Context: an optimization exercise on an open-source flow, tuned for small area and a short achievable clock period. The choices shown serve that exercise and are no tape-out recipe.
The RTL was checked by simulation tests, not by an equivalence proof against the original design.

<file path="design/flow/design.v">
module ALU_top (clk, A, B, sel, Cin, Y, Cout, Negative, Zero, Overflow);
	input clk;
	input [31:0] A, B;
	input [3:0] sel;
	input Cin;
	output reg [31:0] Y;
	output reg Cout, Negative, Zero, Overflow;
	reg [31:0] a_q, b_q;
	reg [3:0] sel_q;
	reg cin_q;
	wire [31:0] y_d;
	wire cout_d, neg_d, zero_d, ovf_d;
	ALU core (.A(a_q), .B(b_q), .sel(sel_q), .Cin(cin_q), .Y(y_d),
		.Cout(cout_d), .Negative(neg_d), .Zero(zero_d), .Overflow(ovf_d));
	always @(posedge clk) begin
		a_q <= A;
		b_q <= B;
		sel_q <= sel;
		cin_q <= Cin;
		Y <= y_d;
		Cout <= cout_d;
		Negative <= neg_d;
		Zero <= zero_d;
		Overflow <= ovf_d;
	end
endmodule

module AND (a, b, out);
	input a, b;
	output out;
	wire w1;
	nand nand1(w1,a,b);
	nand nand2(out,w1,w1);
endmodule
module OR (a, b, out);
	input a, b;
	output out;
	wire w1,w2,w3;	
	nand nand1(w1,a,a);
	nand nand2(w2,b,b);
	nand nand3(out,w1,w2);
endmodule
module NOT (a, out);
	input a;
	output out;
	nand nand1(out,a,a);
endmodule
module NOR (a, b, out);
	input a, b;
	output out;
	wire w1,w2;
	nand nand1 (w1,a,b);
	XOR	nand2 (.a(a),.b(b),.out(w2));
	XOR	nand3 (.a(w1),.b(w2),.out(out));
endmodule
module XOR (a, b, out);
	input a, b;
	output out;
	wire w1,w2;
	nand nand1 (w1,a,b);
	OR	nand2	(.a(a) ,.b(b),.out(w2));
	AND	nand3	(.a(w1) ,.b(w2),.out(out));
endmodule
module HalfAdder(a,b,c,s);
	input a,b;
	output c,s;
	and and1 (c,a,b);
	xor xor1 (s,a,b);
endmodule
module FullAdder(a,b,cin,cout,s);
	input a,b,cin;
	output cout,s;
	wire g,p,cp;
	HalfAdder	ha1(.a(a),.b(b),.c(g),.s(p));
	HalfAdder ha2(.a(p),.b(cin),.c(cp),.s(s));
	or or1(cout,g,cp);
endmodule
module AdderSubtractor (A, B, Cin, mode, Cout, Sum);
	input [31:0] A, B;
	input Cin, mode;
	output [31:0] Sum;
	output Cout;
	parameter n = 32;
	wire [31:0] Bw,carry;
	wire sel;		
	assign Bw[31:0] = B[31:0]^ {32{mode}};
	assign carry[0] = mode? 1'b1: Cin;
	FullAdder fa1 (.a(A[0]) , .b(Bw[0]) , .cin(carry[0]) , .cout(carry[1]) , .s(Sum[0]));
	FullAdder fa2 (.a(A[1]) , .b(Bw[1]) , .cin(carry[1]) , .cout(carry[2]) , .s(Sum[1]));
	FullAdder fa3 (.a(A[2]) , .b(Bw[2]) , .cin(carry[2]) , .cout(carry[3]) , .s(Sum[2]));
	FullAdder fa4 (.a(A[3]) , .b(Bw[3]) , .cin(carry[3]) , .cout(carry[4]) , .s(Sum[3]));
	FullAdder fa5 (.a(A[4]) , .b(Bw[4]) , .cin(carry[4]) , .cout(carry[5]) , .s(Sum[4]));
	FullAdder fa6 (.a(A[5]) , .b(Bw[5]) , .cin(carry[5]) , .cout(carry[6]) , .s(Sum[5]));
	FullAdder fa7 (.a(A[6]) , .b(Bw[6]) , .cin(carry[6]) , .cout(carry[7]) , .s(Sum[6]));
	FullAdder fa8 (.a(A[7]) , .b(Bw[7]) , .cin(carry[7]) , .cout(carry[8]) , .s(Sum[7]));
	FullAdder fa9 (.a(A[8]) , .b(Bw[8]) , .cin(carry[8]) , .cout(carry[9]) , .s(Sum[8]));
	FullAdder fa10(.a(A[9]) , .b(Bw[9]) , .cin(carry[9]) , .cout(carry[10]) , .s(Sum[9]));
	FullAdder fa11(.a(A[10]) , .b(Bw[10]) , .cin(carry[10]) , .cout(carry[11]) , .s(Sum[10]));
	FullAdder fa12(.a(A[11]) , .b(Bw[11]) , .cin(carry[11]) , .cout(carry[12]) , .s(Sum[11]));
	FullAdder fa13(.a(A[12]) , .b(Bw[12]) , .cin(carry[12]) , .cout(carry[13]) , .s(Sum[12]));
	FullAdder fa14(.a(A[13]) , .b(Bw[13]) , .cin(carry[13]) , .cout(carry[14]) , .s(Sum[13]));
	FullAdder fa15(.a(A[14]) , .b(Bw[14]) , .cin(carry[14]) , .cout(carry[15]) , .s(Sum[14]));
	FullAdder fa16(.a(A[15]) , .b(Bw[15]) , .cin(carry[15]) , .cout(carry[16]) , .s(Sum[15]));
	FullAdder fa17(.a(A[16]) , .b(Bw[16]) , .cin(carry[16]) , .cout(carry[17]) , .s(Sum[16]));
	FullAdder fa18(.a(A[17]) , .b(Bw[17]) , .cin(carry[17]) , .cout(carry[18]) , .s(Sum[17]));
	FullAdder fa19(.a(A[18]) , .b(Bw[18]) , .cin(carry[18]) , .cout(carry[19]) , .s(Sum[18]));
	FullAdder fa20(.a(A[19]) , .b(Bw[19]) , .cin(carry[19]) , .cout(carry[20]) , .s(Sum[19]));
	FullAdder fa21(.a(A[20]) , .b(Bw[20]) , .cin(carry[20]) , .cout(carry[21]) , .s(Sum[20]));
	FullAdder fa22(.a(A[21]) , .b(Bw[21]) , .cin(carry[21]) , .cout(carry[22]) , .s(Sum[21]));
	FullAdder fa23(.a(A[22]) , .b(Bw[22]) , .cin(carry[22]) , .cout(carry[23]) , .s(Sum[22]));
	FullAdder fa24(.a(A[23]) , .b(Bw[23]) , .cin(carry[23]) , .cout(carry[24]) , .s(Sum[23]));
	FullAdder fa25(.a(A[24]) , .b(Bw[24]) , .cin(carry[24]) , .cout(carry[25]) , .s(Sum[24]));
	FullAdder fa26(.a(A[25]) , .b(Bw[25]) , .cin(carry[25]) , .cout(carry[26]) , .s(Sum[25]));
	FullAdder fa27(.a(A[26]) , .b(Bw[26]) , .cin(carry[26]) , .cout(carry[27]) , .s(Sum[26]));
	FullAdder fa28(.a(A[27]) , .b(Bw[27]) , .cin(carry[27]) , .cout(carry[28]) , .s(Sum[27]));
	FullAdder fa29(.a(A[28]) , .b(Bw[28]) , .cin(carry[28]) , .cout(carry[29]) , .s(Sum[28]));
	FullAdder fa30(.a(A[29]) , .b(Bw[29]) , .cin(carry[29]) , .cout(carry[30]) , .s(Sum[29]));
	FullAdder fa31(.a(A[30]) , .b(Bw[30]) , .cin(carry[30]) , .cout(carry[31]) , .s(Sum[30]));
	FullAdder fa32(.a(A[31]) , .b(Bw[31]) , .cin(carry[31]) , .cout(Cout) , .s(Sum[31]));
endmodule
module floatPointAdder (A,B,C);
	input [31:0] A,B;
	output [31:0] C;
	wire [24:0] man_temp,shift_temp,another;
	wire [7:0]shift;
	wire greater,temp,dif_sign,equ_exp;
	assign dif_sign = A[31]==B[31] ? 1'b0 : 1'b1 ;
	assign greater = A[30:23] > B[30:23] ? 1'b1 : ( equ_exp ?  (A[22:0]>=B[22:0]):1'b0) ;
	assign equ_exp =(A[30:23] == B[30:23]);
	assign shift[7:0] = greater ? A[30:23] - B[30:23] : B[30:23] - A[30:23];
	assign shift_temp[23:0] = greater ? {1'b1,B[22:0]} >> shift [7:0] : {1'b1,A[22:0]} >> shift [7:0];
	assign another[23:0] = greater ? {1'b1,A[22:0]} : {1'b1,B[22:0]};
	assign man_temp [24:0] = dif_sign ? another[23:0] - shift_temp[23:0] : another[23:0] + shift_temp[23:0] ;
	assign C[22:0] = man_temp[24] ? man_temp[23:1] : man_temp[22:0];
	assign C[30:23] = man_temp[24] ? (greater ? A[30:23]:B[30:23]) + 1 : (greater ? A[30:23]:B[30:23]) ;
	assign C[31] = dif_sign ? (greater ? A[31]:B[31]) : A[31];
endmodule
module floatPointMul (A,B,C);
	input [31:0] A,B;
	output [31:0] C;
	wire[7:0]exp_temp;
	wire[47:0]man_temp;
	wire sign;
	xor xor1 (C[31],A[31],B[31]);
	assign man_temp[47:0] = {1'b1,A[22:0]} * {1'b1,B[22:0]};
	assign C[22:0] = man_temp[47] ? man_temp[46:24] : man_temp[45:23];
	assign exp_temp [7:0] = A [30:23] + B[30:23];
	assign C[30:23] =  man_temp[47]? exp_temp [7:0] + 1'b1 : exp_temp [7:0];
endmodule
module ALU (A, B, sel, Cin, Y, Cout, Negative, Zero, Overflow);
	input [31:0] A, B;
	input [3:0] sel;
	input Cin;
	output [31:0] Y;
	output Cout, Negative, Zero, Overflow;
	reg [31:0]Y; 
	reg	Cout, Negative, Zero, Overflow;
	wire[6:0]gateOutput;
	wire[31:0]add_sum,sub_sum,fadd_out,fmul_out;
	wire add_out,sub_out;
	always @ (*) begin
		Y = 32'b0;
		Cout = 1'b0;
		Negative = 1'b0;
		Zero = 1'b0;
		Overflow = 1'b0;
		if (sel<=5)	begin
			Y[31:1] = {31{1'b0}};
			Cout = 1'b0;
			Negative = 1'b0;
			Overflow = 1'b0;
			case (sel)
				4'b0000:begin
					Y[0] = gateOutput[0];
					Zero = ~gateOutput[0];
				end
				4'b0001:begin
					Y[0] = gateOutput[1];
					Zero = ~gateOutput[1];
				end
				4'b0010:begin
					Y[0] = gateOutput[2];
					Zero = ~gateOutput[2];
				end
				4'b0011:begin
					Y[0] = gateOutput[3];
					Zero = ~gateOutput[3];
				end
				4'b0100:begin
					Y[0] = gateOutput[4];
					Zero = ~gateOutput[4];
				end
				4'b0101:begin
					Y[0] = gateOutput[5];
					Zero = ~gateOutput[5];
				end
			endcase
		end
		else begin
			case (sel)
				4'b0110:begin 
					Cout = add_out;
					Negative = add_sum[31];
					Zero = (add_sum[31:0] == 0)? 1'b1 : 1'b0 ;
					Overflow = (~(A[31]^B[31])) & (A[31] != add_sum[31]) ? 1'b1 : 1'b0;
					Y[31:0] = add_sum[31:0];
				end	
				4'b0111:begin
					Cout = 1'b0;
					Negative = sub_sum[31];
					Zero = (sub_sum[31:0] == 0)? 1'b1 : 1'b0 ;
					Overflow = (~(A[31]^(B[31]^{32{1'b1}}))) & (A[31] != sub_sum[31]) ? 1'b1 : 1'b0;
					Y[31:0] = sub_sum[31:0];
				end
				4'b1000:begin 
					Cout = 1'b0;
					Negative = 1'b0;
					Zero = (sub_sum[31:0] == 0)? 1'b1 : 1'b0 ; 
					Overflow = (~(A[31]^(B[31]^{32{1'b1}}))) & (A[31] != sub_sum[31]) ? 1'b1 : 1'b0;
					Y[31:0] = (sub_sum[31]==1) ? (sub_sum[31:0]^{32{1'b1}})+1'b1  : (sub_sum[31:0]);
				end
				4'b1001:begin  
					Y[31:0] = A[15:0]* B[15:0];
					Cout = 0;  
					Overflow = 1'b0;  
					Negative = 1'b0;  
					Zero = (Y[31:0]==0)? 1'b1 : 1'b0;
				end
				4'b1010:begin 
					Y[31:0] = A[31:0]<<1;
					Negative = A[30];
					Cout = A[31];
					Zero = (Y[31:0]==0)? 1'b1:1'b0;
					Overflow = Cout? 1'b1:1'b0;
				end
				4'b1011:begin 
					Y[31:0] = A[31:0]<<<1;
					Negative = A[30];
					Cout = A[31];
					Zero = (Y[31:0]==0)? 1'b1:1'b0;
					Overflow = Cout? 1'b1:1'b0;
				end
				4'b1100:begin 
					Y[31:0] = A[31:0]>>1;
					Negative = Y[31];
					Zero = (Y[31:0]==0)? 1'b1:1'b0;
					Cout = 1'b0;
					Overflow = 1'b0;
				end
				4'b1101:begin
					Y[30:0] = A[31:0]>>>1;
					Y[31] = A[31];
					Negative = Y[31];
					Zero = (Y[31:0]==0)? 1'b1:1'b0;
					Overflow = 1'b0;
					Cout = 1'b0;
				end
				4'b1110:begin
					Y[31:0] = fadd_out[31:0];
					Cout = 0 ;
					Overflow =0;
					Negative = Y[31];
					Zero = (Y[22:0]==0)? 1'b1 : 1'b0 ;
				end
				4'b1111:begin
					Y[31:0] = fmul_out[31:0];
					Negative = Y[31];
					Zero = (Y[30:0]==0) ? 1'b1 : 1'b0;
					Cout = 0;
					Overflow =0;
				end
			endcase
		end
	end
	AND	 mod1 (.a(A[0]),.b(B[0]),.out(gateOutput[0]));
	OR	 mod2 (.a(A[0]),.b(B[0]),.out(gateOutput[1]));
	NOT	 mod3 (.a(A[0]),.out(gateOutput[2]));
	NOR	 mod4 (.a(A[0]),.b(B[0]),.out(gateOutput[3]));
	XOR	 mod5 (.a(A[0]),.b(B[0]),.out(gateOutput[4]));
	nand (gateOutput[5],A[0],B[0]);
	AdderSubtractor mod7 (.A(A[31:0]), .B(B[31:0]), .Cin(Cin), .mode(1'b0), .Cout(add_out), .Sum(add_sum[31:0]));
	AdderSubtractor mod8 (.A(A[31:0]), .B(B[31:0]), .Cin(1'b0), .mode(1'b1), .Cout(sub_out), .Sum(sub_sum[31:0])); 
	floatPointMul   mod16 (.A(A[31:0]),.B(B[31:0]),.C(fmul_out));
	floatPointAdder	mod15 (.A(A[31:0]),.B(B[31:0]),.C(fadd_out));
endmodule
</file>
<file path="design/flow/run.sh">
#!/bin/bash
# synth_recipe.tcl (not shown) runs the flow's synth.tcl, then flattens the netlist and writes it again
# the make line also repeats each setting of config.mk as NAME=value (left out here)
make -C /OpenROAD-flow-scripts/flow DESIGN_CONFIG=/design/flow/config.mk WORK_HOME=/design/flow/orfs CLKGATE_MAP_FILE= SYNTH_SCRIPT=/design/flow/synth_recipe.tcl finish
</file>
<file path="design/flow/config.mk">
export PLATFORM = sky130hd
export DESIGN_NAME = ALU_top
export DESIGN_NICKNAME = ALU_top
export VERILOG_FILES = /design/flow/design.v
export SDC_FILE = /design/flow/constraint.sdc
export NUM_CORES = 4
export LEC_CHECK = 0
export CAP_MARGIN = 20
export CORE_MARGIN = 2
export CORE_UTILIZATION = 40
export SLEW_MARGIN = 20
</file>
<file path="design/flow/constraint.sdc">
create_clock -name core_clock -period 17.0 [get_ports {clk}]
set_input_delay 3.4000 -clock core_clock [delete_from_list [all_inputs] [get_ports {clk}]]
set_output_delay 3.4000 -clock core_clock [all_outputs]
set_load 0.01 [all_outputs]
</file>
==> flow_summary.toml <==
[status]
outcome = "no timing/DRC/antenna violations"

[clock_tree]
post_cts_resized = 0
clkTransAtPathRegs_ns = 0.10
clk_latency_ns = 0.43
cts_root_buf = "clkbuf_16"
cts_setup_buffers = 0
cts_max_level = 3
clk_path_buf_depth = 2
cts_sinks = 105
cts_buffers = 9
cts_tree = "done"
cts_hold_buf = 0

[yosys]
synth_edf_count = 0
synth_area_mm2 = 0.0378
synth_area_per_cell_um2 = 8.56
ys_types = 106
synthArstFlopShare = 0
synth_top_area_cell = "fa_1"
synth_cells = 4410
synth.most_common_cell = "inv_1"
synth-main-ff-cell = "dfxtp_1"
synthTopCellsByArea = "fa_1 39%, ha_1 12%, inv_1 9.3%"
ys.warnings.count = 2
ys_seq_area_frac = 0.0557
synth_seq_cells = 105
synth_top_area_frac = 0.393
syn-num-nets = 5591
synthTopCellsByCount = "939 x inv_1, 741 x fa_1, 442 x nand2_1"

[timing]
setup_slack_ns = 1.50
finalSetupViolCount = 0
period_share = 0.912
slew-limit-headroom = 0.175
worst_pin_slew_ns = 1.23
hold_viol = 0
drv_slew = 0
rsz0062_at_grt = "false"
skew_ns = 0.0249
clock.fmax_ghz = 0.0645
tns_ns = 0
fin_crit_ns = 15.50

[setup_path]
cp_max_fo = 16
startpoint_type = "register"
critPathRequiredTime_ns = 17.28
cp.depth = 39
worst-endpoint-arrival_ns = 15.78
crit_family = "adder cells"
worstRegToRegCells = 39
slowest_delay_ns = 0.75
path_common_cell = "fa_1"
slowest_stage = "dfxtp_1"
path_class = "register to register"
critPathBufInv = 3
end_kind = "register"

[floorplanning]
coreArea_mm2 = 0.0935
die_h_um = 311
io_pins = 106
die_w_um = 311
initial_core_util = 0.404
dieArea_mm2 = 0.0969
rows = 112

[layout]
fin_nets = 5590
syn_to_final_growth_pct = 7.41
fillers = 9408
drive_above_1_share = 0.0433

[grt]
grt_pass1_vias = 33400
grt_start_max_net_pins = 66
grt_pass1_wl_mm = 225
antenna_found_initial = 7
overflow = 0
grt_usage = 0.317

[hold_path]
min_path_cells = 2
hp-class = "register to register"

[place]
dpl.hpwl_mm = 122
preCtsSetupSlack_ns = 1.69
place.gp.congestion = 1.03
io_buffers = 105

[routing]
drc = 0
first_iter_violations = 3555
ant_nets = 0
drt-wirelength-per-cell_um = 26.8
routed_via_density = 5.76
via_count = 32700
routed_wl_mm = 152
drt-pass1-iter-count = 8

[run]
cap_viol_max_count = 0
-- path summary, 6_finish.rpt --
kind,startpoint,end,slack (ns)
setup / recovery,b_q[1],Y[27],1.50
hold / removal,a_q[31],Cout,0.66
setup reg to reg,b_q[1],Y[27],1.50
hold reg to reg,a_q[31],Cout,0.66
-- registers in the layout, indices dropped and copies added, names as in the netlist --
signal	cells
cin_q	1
sel_q	4
Overflow	1
Zero	1
Y	32
Negative	1
b_q	32
Cout	1
a_q	32
-- metrics by stage --
step / utilization / std cells / instance area, um2 / hold slack (ns)
floorplan: - / 4410 / 37800 / 0.593
global route: 0.434 / 5667 / 40600 / 0.703
CTS: 0.434 / 5667 / 40600 / 0.654
finish: 0.434 / 5671 / 40600 / 0.665
global placement: 0.431 / 5652 / 40200 / 0.637
detailed placement: 0.431 / 5652 / 40300 / 0.642
-- layout by cell type, fill, tap and decap left out, types with 23 or more instances in the layout --
master	Yosys	layout
mux2i_1	79	79
nor2_1	401	401
o21ai_0	169	169
buf_4	4	89
a21o_1	30	30
xor2_1	55	54
nand2_1	442	442
nand4_1	23	23
o221ai_1	34	34
nor3_1	44	44
clkdlybuf4s50_1	0	105
nand3_1	51	50
fa_1	741	741
dfxtp_1	105	105
inv_1	939	939
o211ai_1	24	24
a21oi_1	162	162
ha_1	370	369
xnor2_1	76	74
-- kinds of logic (layout without fill, tap and decap cells) --
| group | after synthesis | in the layout | share of synthesized area |
|---|---|---|---|
| other cells | 0 | 4 | 0 |
| fa+ha+maj | 1111 | 1111 | 0.515 |
| buf+inv | 1159 | 1162 | 0.117 |
| compound gates | 664 | 664 | 0.118 |
| simple gates | 1140 | 1140 | 0.133 |
| mux | 98 | 98 | 0.0298 |
| xor+xnor | 133 | 133 | 0.0312 |
| flops | 105 | 105 | 0.0557 |
-- area by class of cell --
class                      count  area, um2  area share
antenna                        4       10.0    0.000247
clock buffer                   9        225     0.00555
clock inverter                 6       72.6     0.00179
inverter                     953       3580      0.0882
multi-input combinational   3146      31300       0.771
sequential                   105       2100      0.0518
tap                         1254       1570      0.0387
timing repair buffer         194       1720      0.0424
-- worst reg2reg max path: cells and delay by family, from the launching register on --
kind	cells	cell delay (ns)
XOR/XNOR	1	0.60
adder cells (fa/ha/maj)	30	12.03
buffers and inverters	3	0.97
flip-flops	1	0.75
AND/OR/NAND/NOR	1	0.06
AO/OA/AOI/OAI	4	0.95
-- layer usage --
layer,vias to the layer above,wire [um],GRT usage,share of wire
met5,-,28,0,0.00018
met4,4,8990,0.152,0.059
met3,383,15200,0.0763,0.10
met2,1761,66400,0.484,0.44
met1,16500,61600,0.422,0.40
li1,14000,-,-,-

==> re-timing with driven ports <==
Ports are ideal in the flow. The routed layout listed here was re-timed in OpenROAD.
Step 1 sets driving cells, clkbuf_16 on the clock port and buf_2 on the other inputs (assumed; they add their load-dependent delay and slew).
Step 2 times the ports against the registers' clock, not the clock port: input delays grow and output delays shrink by t, the midpoint of the rising clock arrivals with the driver on.
Slacks: ideal ports / drivers / drivers and shift; pairs: ideal ports / drivers.
t (ns): 0.483
slack for setup (ns): 1.498 / 1.498 / 1.498
worst setup path after step 2: register to register
worst slew at a driven data input, ns: 0.07
After both steps this run still meets setup and hold. For this run, drivers alone change the setup slack by 0.000 ns; drivers and shift together by 0.000 ns.
